Source: an optimization exercise on an open RTL-to-GDS flow (aim: small area and a short achievable clock period). Production flows keep margins and buffers that such runs may drop.
At most, simulation tests tie the RTL to the original design; equivalence was not proved.
Power figures rest on the tool's default switching activity, not on a simulated workload.

// uart_top
module uart_top #(
    parameter CLOCK_FREQ = 50000000,
    parameter DEFAULT_BAUD = 9600,
    parameter DATA_WIDTH = 8,
    parameter STOP_BITS = 1,
    parameter PARITY_EN = 0,
    parameter OVERSAMPLING = 16
) (
    input wire clk,
    input wire rst_n,
    input wire rx,
    output wire tx,
    input wire tx_start,
    input wire [DATA_WIDTH-1:0] tx_data,
    output wire tx_busy,
    output wire tx_done,
    output wire [DATA_WIDTH-1:0] rx_data,
    output wire rx_valid,
    input wire [15:0] baud_cfg,
    output wire frame_error,
    output wire parity_error,
    output wire overrun_error,
    output wire break_detected,
    output wire [7:0] frame_error_count,
    output wire [7:0] parity_error_count,
    output wire [7:0] overrun_error_count,
    output wire [7:0] break_count,
    output wire [15:0] bytes_received,
    output wire [15:0] packets_received,
    input wire clear_stats
);
Size in the first run: about 1300 cells after synthesis, roughly 11000 um^2 of cells after synthesis.
clock: 72.0 ns
lec_check: 0
abc_area: 1
cap_margin: 20
core_margin: 2
core_utilization: 40
cts_buf_list: sky130_fd_sc_hd__clkbuf_8
cts_cluster_diameter: 100
cts_cluster_size: 30
slew_margin: 20
standard.sh (not shown) runs the stock make flow with config.mk's settings and CLKGATE_MAP_FILE= SYNTH_SCRIPT=/design/flow/synth_recipe.tcl, a recipe that flattens the netlist after the stock synthesis.
==> flow/flow/run.sh <==
#!/bin/bash
# Own flow: the standard flow (standard.sh: unchanged synthesis and steps) with
#  - the port buffers that buffer_ports inserts chosen as the smallest buffer, and
#  - clock tree synthesis without dummy loads.
# make's full output goes to standard.log; ORFS keeps each step's log under orfs/logs.
export BUFFER_PORTS_ARGS="-buffer_cell sky130_fd_sc_hd__buf_1"
export CTS_ARGS="-sink_clustering_enable -repair_clock_nets -buf_list sky130_fd_sc_hd__clkbuf_8 -sink_clustering_size 30 -sink_clustering_max_diameter 100 -dont_use_dummy_load"
bash standard.sh > standard.log 2>&1
Then changed:
--- a/flow/design.v
+++ b/flow/design.v
@@ -1,16 +1,17 @@
 `timescale 1ns / 1ps
 module baud_generator (
     input wire clk,
     input wire rst_n,
     input wire [15:0] baud_cfg,
     output reg baud_tick
 );
-    reg [15:0] b;
+    reg [15:0] br;             
+    wire [15:0] b = br | ((br == 16'd0) ? 16'd9600 : 16'd0);
     reg [15:0] c2;
     wire [17:0] m3;
     wire [16:0] mc;
     assign m3[0] = c2[0];
     assign m3[1] = c2[1] ^ c2[0];
     assign mc[1] = c2[1] & c2[0];
     assign m3[2] = c2[2] ^ c2[1] ^ mc[1];
     assign mc[2] = (c2[2] & c2[1]) | (c2[2] & mc[1]) | (c2[1] & mc[1]);
@@ -594,17 +595,17 @@
     wire [16:0] c2_t;
     wire [15:0] c2_inc;
     assign c2_t[0] = 1'b1;
     genvar gi;
     generate for (gi = 0; gi < 16; gi = gi + 1) begin : g_inc
         assign c2_inc[gi] = c2[gi] ^ c2_t[gi];
         assign c2_t[gi + 1] = c2[gi] & c2_t[gi];
     end endgenerate
-    always @(posedge clk) b <= (baud_cfg == 16'd0) ? 16'd9600 : baud_cfg;
+    always @(posedge clk) br <= baud_cfg;
     always @(posedge clk or negedge rst_n) begin
         if (!rst_n) begin
             c2 <= 16'd2;
             baud_tick <= 1'b0;
         end else begin
             baud_tick <= cond;
             c2 <= cond ? 16'd2 : c2_inc;
         end
Total power is lower by a quarter to a third. Fmax stays flat. Synthesized cell count is lower slightly. Final area is higher slightly. Synthesized area is higher slightly. Count of clock-buffer cells in the layout stays the same.
No functional check of the RTL was part of the second run of this note.

* * *

uart_top again, from the RTL that the note above started with.
export LEC_CHECK = 0
export ABC_AREA = 1
export CAP_MARGIN = 20
export CORE_MARGIN = 2
export CORE_UTILIZATION = 40
export CTS_BUF_LIST = sky130_fd_sc_hd__clkbuf_8
export CTS_CLUSTER_DIAMETER = 100
export CTS_CLUSTER_SIZE = 30
export SLEW_MARGIN = 20
create_clock -name core_clock -period 72.0 [get_ports {clk}]
==> flow/flow/run.sh <==
#!/bin/bash
# Own flow: the standard flow (standard.sh: unchanged synthesis and steps) with
#  - the port buffers that buffer_ports inserts chosen as the smallest buffer,
#  - clock tree synthesis without dummy loads, and
#  - the single tie-low cell from synthesis kept (it drives the constant outputs'
#    port buffers) instead of one tie cell per load.
# make's full output goes to standard.log; ORFS keeps each step's log under orfs/logs.
export BUFFER_PORTS_ARGS="-buffer_cell sky130_fd_sc_hd__buf_1"
export CTS_ARGS="-sink_clustering_enable -repair_clock_nets -buf_list sky130_fd_sc_hd__clkbuf_8 -sink_clustering_size 30 -sink_clustering_max_diameter 100 -dont_use_dummy_load"
export SKIP_REPAIR_TIE_FANOUT=1
bash standard.sh > standard.log 2>&1
Next try:
--- a/flow/design.v
+++ b/flow/design.v
@@ -596,15 +596,15 @@
     assign c2_t[0] = 1'b1;
     genvar gi;
     generate for (gi = 0; gi < 16; gi = gi + 1) begin : g_inc
         assign c2_inc[gi] = c2[gi] ^ c2_t[gi];
         assign c2_t[gi + 1] = c2[gi] & c2_t[gi];
     end endgenerate
     always @(posedge clk) b <= (baud_cfg == 16'd0) ? 16'd9600 : baud_cfg;
-    always @(posedge clk or negedge rst_n) begin
+    always @(posedge clk) begin
         if (!rst_n) begin
             c2 <= 16'd2;
             baud_tick <= 1'b0;
         end else begin
             baud_tick <= cond;
             c2 <= cond ? 16'd2 : c2_inc;
         end
@@ -628,15 +628,15 @@
     wire stop = (state == STOP);
     wire [3:0] state_inc = {state[3] ^ (state[2] & state[1] & state[0]),
                             state[2] ^ (state[1] & state[0]),
                             state[1] ^ state[0],
                             ~state[0]};
     always @(posedge clk)
         if (idle && tx_start) data <= tx_data;
-    always @(posedge clk or negedge rst_n) begin
+    always @(posedge clk) begin
         if (!rst_n) begin
             state   <= IDLE;
             tx      <= 1'b1;
             tx_busy <= 1'b0;
             tx_done <= 1'b0;
         end else begin
             tx_busy <= !idle || tx_start;
@@ -685,15 +685,15 @@
         rx_sync1 <= rx;
         rx_sync2 <= rx_sync1;
         if (baud_tick)
             sample_count <= idle ? 4'd0 : inc4(sample_count);
         if (data_st && mid)
             shift_lo <= {shift_hi, shift_lo[6:1]};
     end
-    always @(posedge clk or negedge rst_n) begin
+    always @(posedge clk) begin
         if (!rst_n) begin
             rx_filter     <= 3'b111;
             rx_filtered   <= 1'b1;
             div16         <= 4'd0;
             state         <= IDLE;
             shift_hi      <= 1'b0;
             rx_data       <= 8'd0;
@@ -775,15 +775,15 @@
         end
     endfunction
     reg [3:0] zeros;
     reg [1:0] idle_count;      
     reg prev_rx_valid, prev_frame_error, prev_overrun_error;
     wire zero_frame = (rx_data == 8'd0) && frame_error;
     wire ff_frame = (rx_data == 8'hFF);
-    always @(posedge clk or negedge rst_n) begin
+    always @(posedge clk) begin
         if (!rst_n) begin
             zeros          <= 4'd0;
             break_detected <= 1'b0;
         end else begin
             break_detected <= rx_valid && zero_frame && (zeros == 4'd9);
             if (rx_valid) begin
                 if (!zero_frame)
@@ -793,15 +793,15 @@
                               zeros[2] ^ (zeros[1] & zeros[0]),
                               zeros[1] ^ zeros[0],
                               ~zeros[0]};
             end
         end
     end
     wire pkt_inc = rx_valid && !ff_frame && (idle_count == 2'd3);
-    always @(posedge clk or negedge rst_n) begin
+    always @(posedge clk) begin
         if (!rst_n) begin
             idle_count          <= 2'd0;
             packets_received    <= 16'd0;
             frame_error_count   <= 8'd0;
             overrun_error_count <= 8'd0;
             break_count         <= 8'd0;
             bytes_received      <= 16'd0;
Cell area is lower by 4.7%.
Power drops by 60%.
Core utilization rises by 0.22 points.
Routed wire length came out lower by 6.3%.
Critical path depth stays the same.

* * *

Setup of trial 77:
uart_top, a different RTL version from the one above (not shown whole).
For scale: roughly 1300 cells after synthesis, roughly 110 I/O pins, about 11000 sq um of cells after synthesis.
==> module uart_rx, before the edit <==
module uart_rx (
    input wire clk,
    input wire rst_n,
    input wire rx,
    input wire baud_tick,
    output reg [7:0] rx_data,
    output reg rx_valid,
    output reg frame_error,
    output wire parity_error,
    output reg overrun_error
);
    localparam [3:0] IDLE = 4'd6, START = 4'd7, STOP = 4'd0;
    assign parity_error = 1'b0;
    reg rx_sync1, rx_sync2;
    reg [2:0] rx_filter;
    reg rx_filtered;
    reg [3:0] div16;           
    reg [3:0] sample_count;    
    reg [3:0] state;
    reg [6:0] shift_lo;        
    reg shift_hi;
    wire baud_pulse = baud_tick && (div16 == 4'd0);
    wire mid = baud_tick && (sample_count == 4'd7);
    wire idle = (state == IDLE);
    wire stop = (state == STOP);
    wire data_st = state[3];
    function [3:0] inc4;
        input [3:0] x;
        inc4 = {x[3] ^ (x[2] & x[1] & x[0]), x[2] ^ (x[1] & x[0]), x[1] ^ x[0], ~x[0]};
    endfunction
    always @(posedge clk or negedge rst_n)
        if (!rst_n)
            rx_data <= 8'd0;
        else if (stop && baud_pulse)
            rx_data <= {shift_hi, shift_lo};
    always @(posedge clk) begin
        rx_sync1 <= rx;
        rx_sync2 <= rx_sync1;
        if (baud_tick)
            sample_count <= idle ? 4'd0 : inc4(sample_count);
        if (data_st && mid)
            shift_lo <= {shift_hi, shift_lo[6:1]};
    end
    always @(posedge clk) begin
        if (!rst_n) begin
            rx_filter     <= 3'b111;
            rx_filtered   <= 1'b1;
            div16         <= 4'd0;
            state         <= IDLE;
            shift_hi      <= 1'b0;
            rx_valid      <= 1'b0;
            frame_error   <= 1'b0;
            overrun_error <= 1'b0;
        end else begin
            if (baud_tick) begin
                div16       <= inc4(div16);
                rx_filter   <= {rx_filter[1:0], rx_sync2};
                rx_filtered <= (rx_filter[2] & rx_filter[1]) |
                               (rx_filter[2] & rx_filter[0]) |
                               (rx_filter[1] & rx_filter[0]);
            end
            if (data_st && mid)
                shift_hi <= rx_filtered;
            rx_valid <= stop && baud_pulse;
            if (stop && baud_pulse) begin
                overrun_error <= 1'b0;
            end else if (rx_valid) begin
                overrun_error <= 1'b1;
            end
            if (idle)
                frame_error <= 1'b0;
            else if (stop && mid && !rx_filtered)
                frame_error <= 1'b1;
            case (state)
                IDLE:    if (baud_tick && !rx_filtered) state <= START;
                START:   if (mid) state <= rx_filtered ? IDLE : 4'd8;
                STOP:    if (baud_pulse) state <= IDLE;
                default: if (baud_pulse) state <= inc4(state);    
            endcase
        end
    end
endmodule
clock: 72.0 ns
lec_check: 0
abc_area: 1
cap_margin: 20
core_margin: 2
core_utilization: 40
cts_buf_list: sky130_fd_sc_hd__clkbuf_8
cts_cluster_diameter: 100
cts_cluster_size: 30
slew_margin: 20
==> flow/flow/run.sh <==
#!/bin/bash
# Own flow: the standard flow (standard.sh: unchanged synthesis and steps) with
#  - the port buffers that buffer_ports inserts chosen as the smallest buffer, and
#  - clock tree synthesis without dummy loads.
# make's full output goes to standard.log; ORFS keeps each step's log under orfs/logs.
export BUFFER_PORTS_ARGS="-buffer_cell sky130_fd_sc_hd__buf_1"
export CTS_ARGS="-sink_clustering_enable -repair_clock_nets -buf_list sky130_fd_sc_hd__clkbuf_8 -sink_clustering_size 30 -sink_clustering_max_diameter 100 -dont_use_dummy_load"
bash standard.sh > standard.log 2>&1
Input changes introduced in trial 36 (baseline for comparison: trial 77):
--- a/flow/design.v
+++ b/flow/design.v
@@ -682,9 +682,4 @@
         inc4 = {x[3] ^ (x[2] & x[1] & x[0]), x[2] ^ (x[1] & x[0]), x[1] ^ x[0], ~x[0]};
     endfunction
-    always @(posedge clk or negedge rst_n)
-        if (!rst_n)
-            rx_data <= 8'd0;
-        else if (stop && baud_pulse)
-            rx_data <= {shift_hi, shift_lo};
     always @(posedge clk) begin
         rx_sync1 <= rx;
@@ -702,4 +697,5 @@
             state         <= IDLE;
             shift_hi      <= 1'b0;
+            rx_data       <= 8'd0;
             rx_valid      <= 1'b0;
             frame_error   <= 1'b0;
@@ -717,4 +713,5 @@
             rx_valid <= stop && baud_pulse;
             if (stop && baud_pulse) begin
+                rx_data       <= {shift_hi, shift_lo};
                 overrun_error <= 1'b0;
             end else if (rx_valid) begin
==> comparison <==
Trial 36 went all the way through the flow, and no timing, DRC or antenna check failed.
As far as post-CTS setup buffer count goes, trial 77 and trial 36 are indistinguishable; the numbers are identical.
For trial 36, the first element of the critical path was uart_receiver.rx_valid, unlike trial 77, where it was uart_receiver.rx_data[4].
Trial 36 against trial 77: share of power burned in the clock network increased by 1.0 points relative to the old numbers; sequential cell area share decreased by 0.33 points relative to the old numbers; worst hold margin increased by 0.0062 ns relative to the old numbers; post-detailed-route via-to-cell ratio closely matched the old numbers.
From trial 77 to trial 36 the numbers moved as follows: reported clock group power now smaller; fmax ~0 delta; final net count now sits higher; total power has decreased.
Trial 77 → trial 36: post-layout instance area comparable, via count of the first global-routing pass neither gained nor lost much, weighted congestion reported at the end of routability-driven placement saw an increase.
The RTL of trial 77 was laid out without a check of its function.

-- separate check: timing with driven ports --
How much do the figures lean on ideal ports? The routed layouts below were timed once more, with nothing changed but the port constraints. Step 1: set_driving_cell puts a clkbuf_16 on clk and a buf_2 on each other input, an assumption about the parent block. Step 2 moves the port delays by t, midway between the first and last clock arrival at a register: inputs arrive t later, outputs are due t later. That takes back most of the time a late clock gives input paths. Three values: ideal ports, drivers, drivers and shift; two values: the first two.
| run | t (ns) | slack for setup (ns) | hold slack, ns | latest minus earliest clock arrival (ns) | worst data-port slew with drivers (ns) |
|---|---|---|---|---|---|
| the first run of note 1 | 0.481 | 56.495 / 56.457 / 56.127 | 0.333 / 0.333 / 0.333 | 0.027 / 0.027 | 0.04 |
| the second run of note 1 | 0.479 | 56.467 / 56.425 / 56.380 | 0.332 / 0.332 / 0.332 | 0.036 / 0.035 | 0.06 |
| the first run of note 2 | 0.471 | 56.484 / 56.445 / 56.228 | 0.343 / 0.343 / 0.343 | 0.047 / 0.047 | 0.04 |
| the second run of note 2 | 0.469 | 56.570 / 56.529 / 56.146 | 0.334 / 0.334 / 0.334 | 0.056 / 0.055 | 0.08 |
| trial 77 | 0.463 | 56.574 / 56.535 / 56.144 | 0.327 / 0.327 / 0.327 | 0.063 / 0.063 | 0.05 |
| trial 36 | 0.464 | 56.580 / 56.540 / 56.149 | 0.333 / 0.333 / 0.333 | 0.056 / 0.057 | 0.06 |
After both steps setup and hold are still met in every run listed. For trial 36, which loses most, drivers alone change the setup slack by -0.040 ns; drivers and shift together by -0.431 ns. The worst setup slack also covers recovery checks on asynchronous resets.
